Background: an optimization exercise with open tools, aiming at small area. Do not read the settings as production practice.
In this exercise RTL edits were held to simulation tests only and were not proved equivalent to the original.

--- flow/run.sh ---
#!/bin/bash
# synth_recipe.tcl (not shown) runs the flow's synth.tcl, then flattens the netlist and writes it again
# the make line also repeats each setting of config.mk as NAME=value (left out here)
make -C /OpenROAD-flow-scripts/flow DESIGN_CONFIG=/design/flow/config.mk WORK_HOME=/design/flow/orfs CLKGATE_MAP_FILE= SYNTH_SCRIPT=/design/flow/synth_recipe.tcl finish
--- flow/config.mk ---
export PLATFORM = sky130hd
export DESIGN_NAME = battle_ship
export DESIGN_NICKNAME = battle_ship
export VERILOG_FILES = /design/flow/design.v
export SDC_FILE = /design/flow/constraint.sdc
export NUM_CORES = 4
export LEC_CHECK = 0
export CAP_MARGIN = 20
export CORE_MARGIN = 2
export CORE_UTILIZATION = 40
export SLEW_MARGIN = 20
--- flow/constraint.sdc ---
create_clock -name core_clock -period 10.0 [get_ports {clk}]
set_input_delay 2.0000 -clock core_clock [delete_from_list [all_inputs] [get_ports {clk}]]
set_output_delay 2.0000 -clock core_clock [all_outputs]
set_load 0.01 [all_outputs]
--- flow/design.v ---
`timescale 1ns / 1ps
module battle_ship(
    input wire clk,
    input wire clr,
    input wire btnU,
    input wire btnD,
    input wire btnR,
    input wire btnL,
    input wire sel,
    input sw,
    output wire [2:0] red,
    output wire [2:0] green,
    output wire [1:0] blue,
    output wire [3:0] an,
    output wire [7:0] seg,
    output wire hsync,
    output wire vsync
);
    reg [4:0] q1, q2;
    always @(posedge clk) begin
        if (clr) begin
            q1 <= 5'd0;
            q2 <= 5'd0;
        end else begin
            q1 <= {sel, btnD, btnU, btnL, btnR};
            q2 <= q1;
        end
    end
    wire [4:0] pl = q1 & ~q2;
    wire pR = pl[0], pL = pl[1], pU = pl[2], pD = pl[3], pS = pl[4];
    reg [1:0] a;
    reg [2:0] j;
    always @(posedge clk) begin
        if (clr) begin
            a <= 2'd0;
            j <= 3'd1;
        end else begin
            case (j)
                3'd1: if (pR) a <= a - 2'd1;
                      else if (pL) j <= 3'd4;
                      else if (pU) j <= 3'd0;
                3'd0: if (pR) a <= a - 2'd1;
                      else if (pL) j <= 3'd3;
                      else if (pD) j <= 3'd1;
                3'd4: if (pR) j <= 3'd1;
                      else if (pL) j <= 3'd6;
                      else if (pU) j <= 3'd3;
                3'd3: if (pR) j <= 3'd0;
                      else if (pL) j <= 3'd5;
                      else if (pD) j <= 3'd4;
                      else if (pU) j <= 3'd2;
                3'd2: if (pR) j <= 3'd0;
                      else if (pL) j <= 3'd5;
                      else if (pD) j <= 3'd3;
                3'd6: if (pL) a <= a + 2'd1;
                      else if (pR) j <= 3'd4;
                      else if (pU) j <= 3'd5;
                default: if (pL) a <= a + 2'd1;
                      else if (pR) j <= 3'd3;
                      else if (pD) j <= 3'd6;
            endcase
        end
    end
    assign an = ~(4'd1 << a);
    assign seg = {1'b1, j != 3'd5, j != 3'd6, j != 3'd2, j != 3'd3,
                  j != 3'd4, j != 3'd0, j != 3'd1};
    wire [6:0] jh = 7'd1 << j;
    wire [3:0] ah = 4'd1 << a;
    wire [27:0] koh = {{7{ah[3]}} & jh, {7{ah[2]}} & jh, {7{ah[1]}} & jh, {7{ah[0]}} & jh};
    reg [2:0] scount;
    wire phase = scount[2];
    reg [27:0] pships;
    wire en_s = pS & ~phase;
    wire [27:0] add = koh & {28{en_s}};
    wire [28:0] cy;
    assign cy[0] = 1'b0;
    genvar gi;
    generate for (gi = 0; gi < 28; gi = gi + 1) begin : g_add
        wire t = add[gi] | cy[gi];
        assign cy[gi+1] = pships[gi] & t;
    end endgenerate
    wire [27:0] tt = add | cy[27:0];
    always @(posedge clk) begin
        if (clr) begin
            scount <= 3'd0;
            pships <= 28'd0;
        end else begin
            if (en_s) scount <= scount + 3'd1;
            pships <= pships ^ tt;
        end
    end
    wire en_p = pS & ~sw & phase;
    wire en_c = pS & sw & phase;
    reg [27:0] pguess;
    reg plast;       
    wire khit = (a == 2'd0 && j == 3'd4) || (a == 2'd2 && j == 3'd2) ||
                (a == 2'd2 && j == 3'd6) || (a == 2'd3 && j == 3'd6);
    always @(posedge clk) begin
        if (clr) begin
            pguess <= 28'd0;
            plast <= 1'b0;
        end else if (en_p) begin
            pguess <= pguess | koh;
            plast <= khit;
        end
    end
    reg [4:0] cnt;
    always @(posedge clk) begin
        if (clr)
            cnt <= 5'd0;
        else if (en_c && cnt < 5'd28)
            cnt <= cnt + 5'd1;
    end
    reg chit;
    always @* begin
        case (cnt)
            5'd1: chit = pships[5];
            5'd2: chit = pships[6];
            5'd3: chit = pships[16];
            5'd4: chit = pships[22];
            5'd5: chit = pships[2];
            5'd6: chit = pships[7];
            5'd7: chit = pships[10];
            5'd8: chit = pships[9];
            5'd9: chit = pships[25];
            5'd10: chit = pships[19];
            5'd11: chit = pships[26];
            5'd12: chit = pships[14];
            5'd13: chit = pships[4];
            5'd14: chit = pships[11];
            5'd15: chit = pships[8];
            5'd16: chit = pships[3];
            5'd17: chit = pships[18];
            5'd18: chit = pships[0];
            5'd19: chit = pships[13];
            5'd20: chit = pships[12];
            5'd21: chit = pships[23];
            5'd22: chit = pships[20];
            5'd23: chit = pships[21];
            5'd24: chit = pships[24];
            5'd25: chit = pships[27];
            5'd26: chit = pships[1];
            5'd27: chit = pships[15];
            5'd28: chit = pships[17];
            default: chit = 1'b0;
        endcase
    end
    reg [2:0] ccor, pcor;
    always @(posedge clk) begin
        if (clr) begin
            ccor <= 3'd0;
            pcor <= 3'd0;
        end else if (en_c) begin
            ccor <= ccor + {2'd0, chit};
        end else if (en_p) begin
            pcor <= pcor + {2'd0, plast};
        end
    end
    wire finish = ccor[2] | pcor[2];
    reg [2:0] hs;
    reg [1:0] hd;
    reg [6:0] hq;
    wire hend = hq == 7'd0;
    reg [2:0] hs_n;
    reg [6:0] hl;
    always @* begin
        case (hs)
            3'd5: hs_n = (hd == 2'd0) ? 3'd6 : 3'd0;
            3'd7: hs_n = 3'd0;
            default: hs_n = hs + 3'd1;
        endcase
        case (hs_n)
            3'd0: hl = 7'd8;
            3'd1: hl = 7'd53;
            3'd2: hl = 7'd11;
            3'd3: hl = 7'd53;
            3'd4: hl = 7'd8;
            3'd6: hl = 7'd13;
            3'd7: hl = 7'd2;
            default: hl = (hd == 2'd0) ? 7'd33 : 7'd104;
        endcase
    end
    wire lend = hend && hs == 3'd5 && hd == 2'd0;
    always @(posedge clk) begin
        if (clr) begin
            hs <= 3'd6;
            hd <= 2'd3;
            hq <= 7'd13;
        end else if (hend) begin
            hs <= hs_n;
            hq <= hl;
            if (hs == 3'd5) hd <= hd - 2'd1;
        end else
            hq <= {hq[5:0], ~(hq[6] ^ hq[5])};
    end
    assign hsync = hs != 3'd6;
    reg vm;
    reg [2:0] vb;
    reg [6:0] vq;
    wire vend = vq == 7'd0;
    reg [2:0] vb_n;
    reg vm_n;
    reg [6:0] vl;
    always @* begin
        case (vb)
            3'd5: vb_n = vm ? 3'd6 : 3'd7;
            3'd6: vb_n = vm ? 3'd6 : 3'd7;
            3'd7: vb_n = 3'd0;
            default: vb_n = vb + 3'd1;
        endcase
        vm_n = vm ^ ((vb == 3'd5 && !vm) || (vb == 3'd6 && vm));
        case ({vm_n, vb_n})
            4'b0000: vl = 7'd8;
            4'b0001: vl = 7'd73;
            4'b0010: vl = 7'd53;
            4'b0011: vl = 7'd53;
            4'b0100: vl = 7'd33;
            4'b0101: vl = 7'd8;
            4'b1000: vl = 7'd8;
            4'b1001: vl = 7'd73;
            4'b1010: vl = 7'd53;
            4'b1011: vl = 7'd53;
            4'b1100: vl = 7'd33;
            4'b1101: vl = 7'd8;
            4'b0110: vl = 7'd64;
            4'b0111: vl = 7'd105;
            4'b1111: vl = 7'd29;
            4'b1110: vl = 7'd11;
            default: vl = 7'd0;
        endcase
    end
    always @(posedge clk) begin
        if (clr) begin
            vm <= 1'b0;
            vb <= 3'd6;
            vq <= 7'd64;
        end else if (lend) begin
            if (vend) begin
                vb <= vb_n;
                vm <= vm_n;
                vq <= vl;
            end else
                vq <= {vq[5:0], ~(vq[6] ^ vq[5])};
        end
    end
    assign vsync = !(vm == 1'b0 && vb == 3'd6);
    wire [1:0] d = hd;
    wire cm = ~vm;
    wire ub = vb == 3'd0 || vb == 3'd1;
    wire lb = vb == 3'd3 || vb == 3'd4 || vb == 3'd5;
    reg [2:0] sj;
    reg inseg;
    always @* begin
        sj = 3'd0;
        inseg = 1'b0;
        case (hs)
            3'd0: begin sj = ub ? 3'd5 : 3'd6; inseg = ub | lb; end
            3'd2: begin
                sj = vb == 3'd0 ? 3'd2 : vb == 3'd5 ? 3'd4 : 3'd3;
                inseg = vb == 3'd0 || vb == 3'd2 || vb == 3'd3 || vb == 3'd5;
            end
            3'd4: begin sj = ub ? 3'd0 : 3'd1; inseg = ub | lb; end
            default: ;
        endcase
    end
    wire [6:0] pg_d = d == 2'd0 ? pguess[6:0] : d == 2'd1 ? pguess[13:7] :
                      d == 2'd2 ? pguess[20:14] : pguess[27:21];
    wire [6:0] ps_d = d == 2'd0 ? pships[6:0] : d == 2'd1 ? pships[13:7] :
                      d == 2'd2 ? pships[20:14] : pships[27:21];
    wire gbit = pg_d[sj];
    wire sbit = ps_d[sj];
    reg [4:0] pk;
    always @* begin
        case ({d, sj})
            5'b00000: pk = 5'd17;
            5'b00001: pk = 5'd25;
            5'b00010: pk = 5'd4;
            5'b00011: pk = 5'd15;
            5'b00100: pk = 5'd12;
            5'b00101: pk = 5'd0;
            5'b00110: pk = 5'd1;
            5'b01000: pk = 5'd5;
            5'b01001: pk = 5'd14;
            5'b01010: pk = 5'd7;
            5'b01011: pk = 5'd6;
            5'b01100: pk = 5'd13;
            5'b01101: pk = 5'd19;
            5'b01110: pk = 5'd18;
            5'b10000: pk = 5'd11;
            5'b10001: pk = 5'd26;
            5'b10010: pk = 5'd2;
            5'b10011: pk = 5'd27;
            5'b10100: pk = 5'd16;
            5'b10101: pk = 5'd9;
            5'b10110: pk = 5'd21;
            5'b11000: pk = 5'd22;
            5'b11001: pk = 5'd3;
            5'b11010: pk = 5'd20;
            5'b11011: pk = 5'd23;
            5'b11100: pk = 5'd8;
            5'b11101: pk = 5'd10;
            5'b11110: pk = 5'd24;
            default: pk = 5'd31;
        endcase
    end
    wire cbit = cnt > pk;
    wire anyhit = pguess[4] | pguess[16] | pguess[20] | pguess[27];
    wire cship = (d == 2'd0 && sj == 3'd4) || (d == 2'd2 && sj == 3'd2) ||
                 (d == 2'd2 && sj == 3'd6) || (d == 2'd3 && sj == 3'd6) ||
                 (d == 2'd1 && sj == 3'd0 && anyhit);
    reg [2:0] col;
    always @(posedge clk) begin
        if (clr || !inseg)
            col <= 3'b000;
        else if (cm) begin
            if (gbit && !finish) col <= cship ? 3'b100 : 3'b001;
            else col <= 3'b010;
        end else begin
            if (finish) col <= 3'b010;
            else if (sbit) col <= cbit ? 3'b100 : 3'b111;
            else col <= cbit ? 3'b001 : 3'b010;
        end
    end
    assign red = {col[2] | col[1], col[2], col[2] | col[1]};
    assign green = {col[1], col[2] & col[1], col[1]};
    assign blue = {col[1] | col[0], col[0]};
endmodule
==> metrics.cfg <==
[critical_path]
reg2reg_setup_slack_ns=0.52
worstPathRequired_ns=10.23
timing.rr.end=pships[27]
path_delay_family=adder cells
path_buf_inv=0
crit_slowest_cell=dfxtp_2
end_kind=register
worst_ep_arrival_time_ns=9.71
r2r_cells=59
start_kind=register
crit_fanout=6
cp_common_cell=a21o_1
crit_type=reg2reg
r2r_start=q1[4]
cpPeakStageDelay_ns=0.33

[power_and_ir_drop]
leakage_nw=3.25
vdd.ir_drop.worst_v=0.0000922
total_power_uw=897
powerDensity_nw_per_um2=119

[cts]
cts.clk_slew.worst_paths_ns=0.08
htreeDepth=3
cts_buffers=9
clock_latency_ns=0.37
cts_buffer_depth=2
cts_tree=done
cts_root_buf=clkbuf_16
clock_sinks=112

[grt]
antenna_found_initial=0
grt_pass1_vias=5133
grt_pass1_wl_mm=27.1
grt-ovfl-total=0
grt_usage_pct=19.1
grt_max_degree=85

[place]
hpwl_mm=11.8
place_congestion=0.843
portBuffers=28

[final_layout]
area_growth_pct=11.5
n_antenna_cell=0
layout-drive-gt1-share_pct=7.84
final_util_pct=45.5
nets=885

[yosys]
async_reset_ff_share_pct=0
synth-edff-count=0
ys_ff_latch=112
yosysSeqAreaShare_pct=33.3
syn_area_per_cell_um2=8.29
synth_ff_type=dfxtp_1
synthCells=812
post_synth_num_cell_types=73
syn_area_um2=6730
yosysWarnings=1
synth_fp_nets=886

[timing]
finalCriticalPeriod_ns=9.48
finalHoldViolCount=0
fmax_ghz=0.105
skew_ns=0.0117
fin_crit_sh_pct=94.8
tightestPinTransition_ns=0.859
finalMaxSlewViolations=0
slew_headroom_pct=42.7
setup_viol=0

[routing]
route.detailed.wl_per_inst_um=16.2
vias_per_cell=5.48
ant_nets=0
num_vias=5679
wirelength_mm=16.8
drc=0
drt-initial-drc-count=510
firstDrtPassIters=6

[die]
initial_core_util_pct=40.8
die_h_um=134
ioPinCount=30
dieWidth_um=134
dieArea_um2=17900
rows=47
core_um2=16500

[min_path]
whs_endpoint=pguess[6]
hp-class=reg2reg
whs_path_depth=2
hold_start=pguess[6]

[job]
drv_cap=0

[outcome]
status=complete, no violations

[repair_timing]
action | in CTS | in global routing
hold buffers | 0 | 0
resized for setup | 0 | 22
setup buffers | 0 | 1
setup endpoints to repair | 0 | 2
[registers in the layout (all words and copies together), names as in the netlist, 5 cells and up]
register / cells
vq: 7
pguess: 28
cnt: 5
hq: 7
q2: 5
q1: 5
pships: 28
[area by class of cell]
| type | count | area (µm²) |
|---|---|---|
| Fill cell | 1674 | 9010 |
| Sequential cell | 112 | 2250 |
| Inverter | 35 | 131 |
| Clock inverter | 4 | 45.0 |
| Tap cell | 220 | 275 |
| Multi-Input combinational cell | 612 | 4180 |
| Timing Repair Buffer | 41 | 375 |
| Clock buffer | 12 | 246 |
[worst max-delay path by stage]
stage | from | to | slack (ns) | cells past startpoint
2_1_floorplan | j[1] | pships[27] | 0.18 | 61
3_3_place_gp | scount[2] | pships[27] | 0.36 | 58
3_5_place_dp | scount[2] | pships[27] | 0.23 | 58
4_1_cts | scount[2] | pships[27] | 0.21 | 58
5_1_grt | q1[4] | pships[27] | -0.04 | 59
6_report | q1[4] | pships[27] | 0.52 | 59
[worst min-delay path, delay by kind of cell (launching register included)]
kind	cells	cell delay, ns
AO/OA/AOI/OAI	1	0.04
flip-flops	1	0.33
AND/OR/NAND/NOR	1	0.07
[kinds of logic after synthesis]
group | Yosys count | synth area share [%]
AOI/OAI and AO/OA | 212 | 21.1
xor gates and xnor gates | 14 | 1.82
adders and majority gates | 66 | 12.3
buffers and inverters | 88 | 5.22
DFF | 112 | 33.3
muxes | 31 | 5.48
other | 1 | 0.0557
and+or+nand+nor | 288 | 20.8
[report_power, final]
group	internal [mW]	switching [mW]
clock	0.182	0.182
sequential	0.453	0.00593
combinational	0.0308	0.0428
[cells in the final DEF (no fill, tap or decap), drive strengths merged, types with 7 or more instances in the layout]
| master | netlist | layout |
|---|---|---|
| nand2b | 13 | 13 |
| clkbuf | 44 | 12 |
| nor2 | 97 | 97 |
| a21o | 28 | 28 |
| a31oi | 10 | 10 |
| nand2 | 50 | 50 |
| ha | 66 | 66 |
| a211oi | 11 | 11 |
| nand3 | 17 | 17 |
| dfxtp | 112 | 112 |
| inv | 34 | 37 |
| o21a | 9 | 9 |
| xnor2 | 8 | 8 |
| and2 | 9 | 9 |
| buf | 9 | 14 |
| nor2b | 53 | 53 |
| a211o | 7 | 7 |
| a21oi | 54 | 54 |
| nor3 | 17 | 17 |
| clkdlybuf4s50 | 0 | 27 |
| o21ai | 37 | 37 |
| mux2i | 23 | 23 |
[cell usage after synthesis, types with 4 or more instances]
library cell / n / area (µm²)
a21oi_1: 54 / 270
ha_1: 66 / 826
a211o_1: 7 / 61.3
clkbuf_1: 44 / 165
o21ai_0: 36 / 180
mux2_2: 4 / 45.0
xor2_1: 6 / 52.6
o31ai_1: 4 / 30.0
o211ai_1: 6 / 45.0
or3_1: 6 / 37.5
nand3_1: 17 / 85.1
mux2i_1: 23 / 230
nor2b_1: 53 / 332
a221oi_1: 4 / 35.0
nor4_1: 6 / 37.5
nand2_1: 50 / 188
nor2_1: 97 / 364
o21a_1: 9 / 67.6
and3_1: 5 / 31.3
and2_1: 7 / 43.8
nor3_1: 17 / 85.1
dfxtp_1: 112 / 2240
a31oi_1: 10 / 62.6
inv_1: 33 / 124
xnor2_1: 8 / 70.1
nand4_1: 6 / 37.5
o22ai_1: 5 / 31.3
a211oi_1: 11 / 82.6
a22oi_1: 4 / 30.0
a21o_1: 28 / 210
nand2b_1: 13 / 81.3
[per-stage QoR]
step / setup WS (ns) / cells / TNS (ns) / hold WS, ns / instance area, µm²
after global placement: 0.355 / 1019 / 0 / 0.441 / 7160
after global routing: -0.0371 / 1036 / -0.0371 / 0.490 / 7510
final: 0.520 / 1036 / 0 / 0.463 / 7510
after detailed placement: 0.234 / 1019 / 0 / 0.450 / 7160
after CTS: 0.213 / 1035 / 0 / 0.469 / 7450
after floorplan: 0.184 / 812 / 0 / 0.416 / 6730
[per-layer routing]
layer,wire (µm),GRT usage (%)
met5,0,0
met1,8240,26.5
met2,7560,30.3
met4,203,4.02
met3,796,4.38

-- afterwards: timing with drivers on the ports --
No port has a modelled driver above. Below, the same layout with a new extraction and two added sets of constraints. Step 1, drivers: a clkbuf_16 drives clk and a buf_2 each remaining input, both assumed. Step 2 adds t to the input delays and takes it off the output delays; t is the mean of the earliest and latest rising clock arrival at the registers after step 1. Input paths then give back, and output paths get back, about the clock's delay inside the block. Three values: no drivers, after step 1, after step 2; two values: the first two.
t, ns: 0.412
setup slack, ns: 0.520 / 0.520 / 0.520
worst register clock-pin slew, ns: 0.08 / 0.08
After both steps setup and hold are still met in this run. For this run, drivers alone change the setup slack by 0.000 ns; drivers and shift together by 0.000 ns.
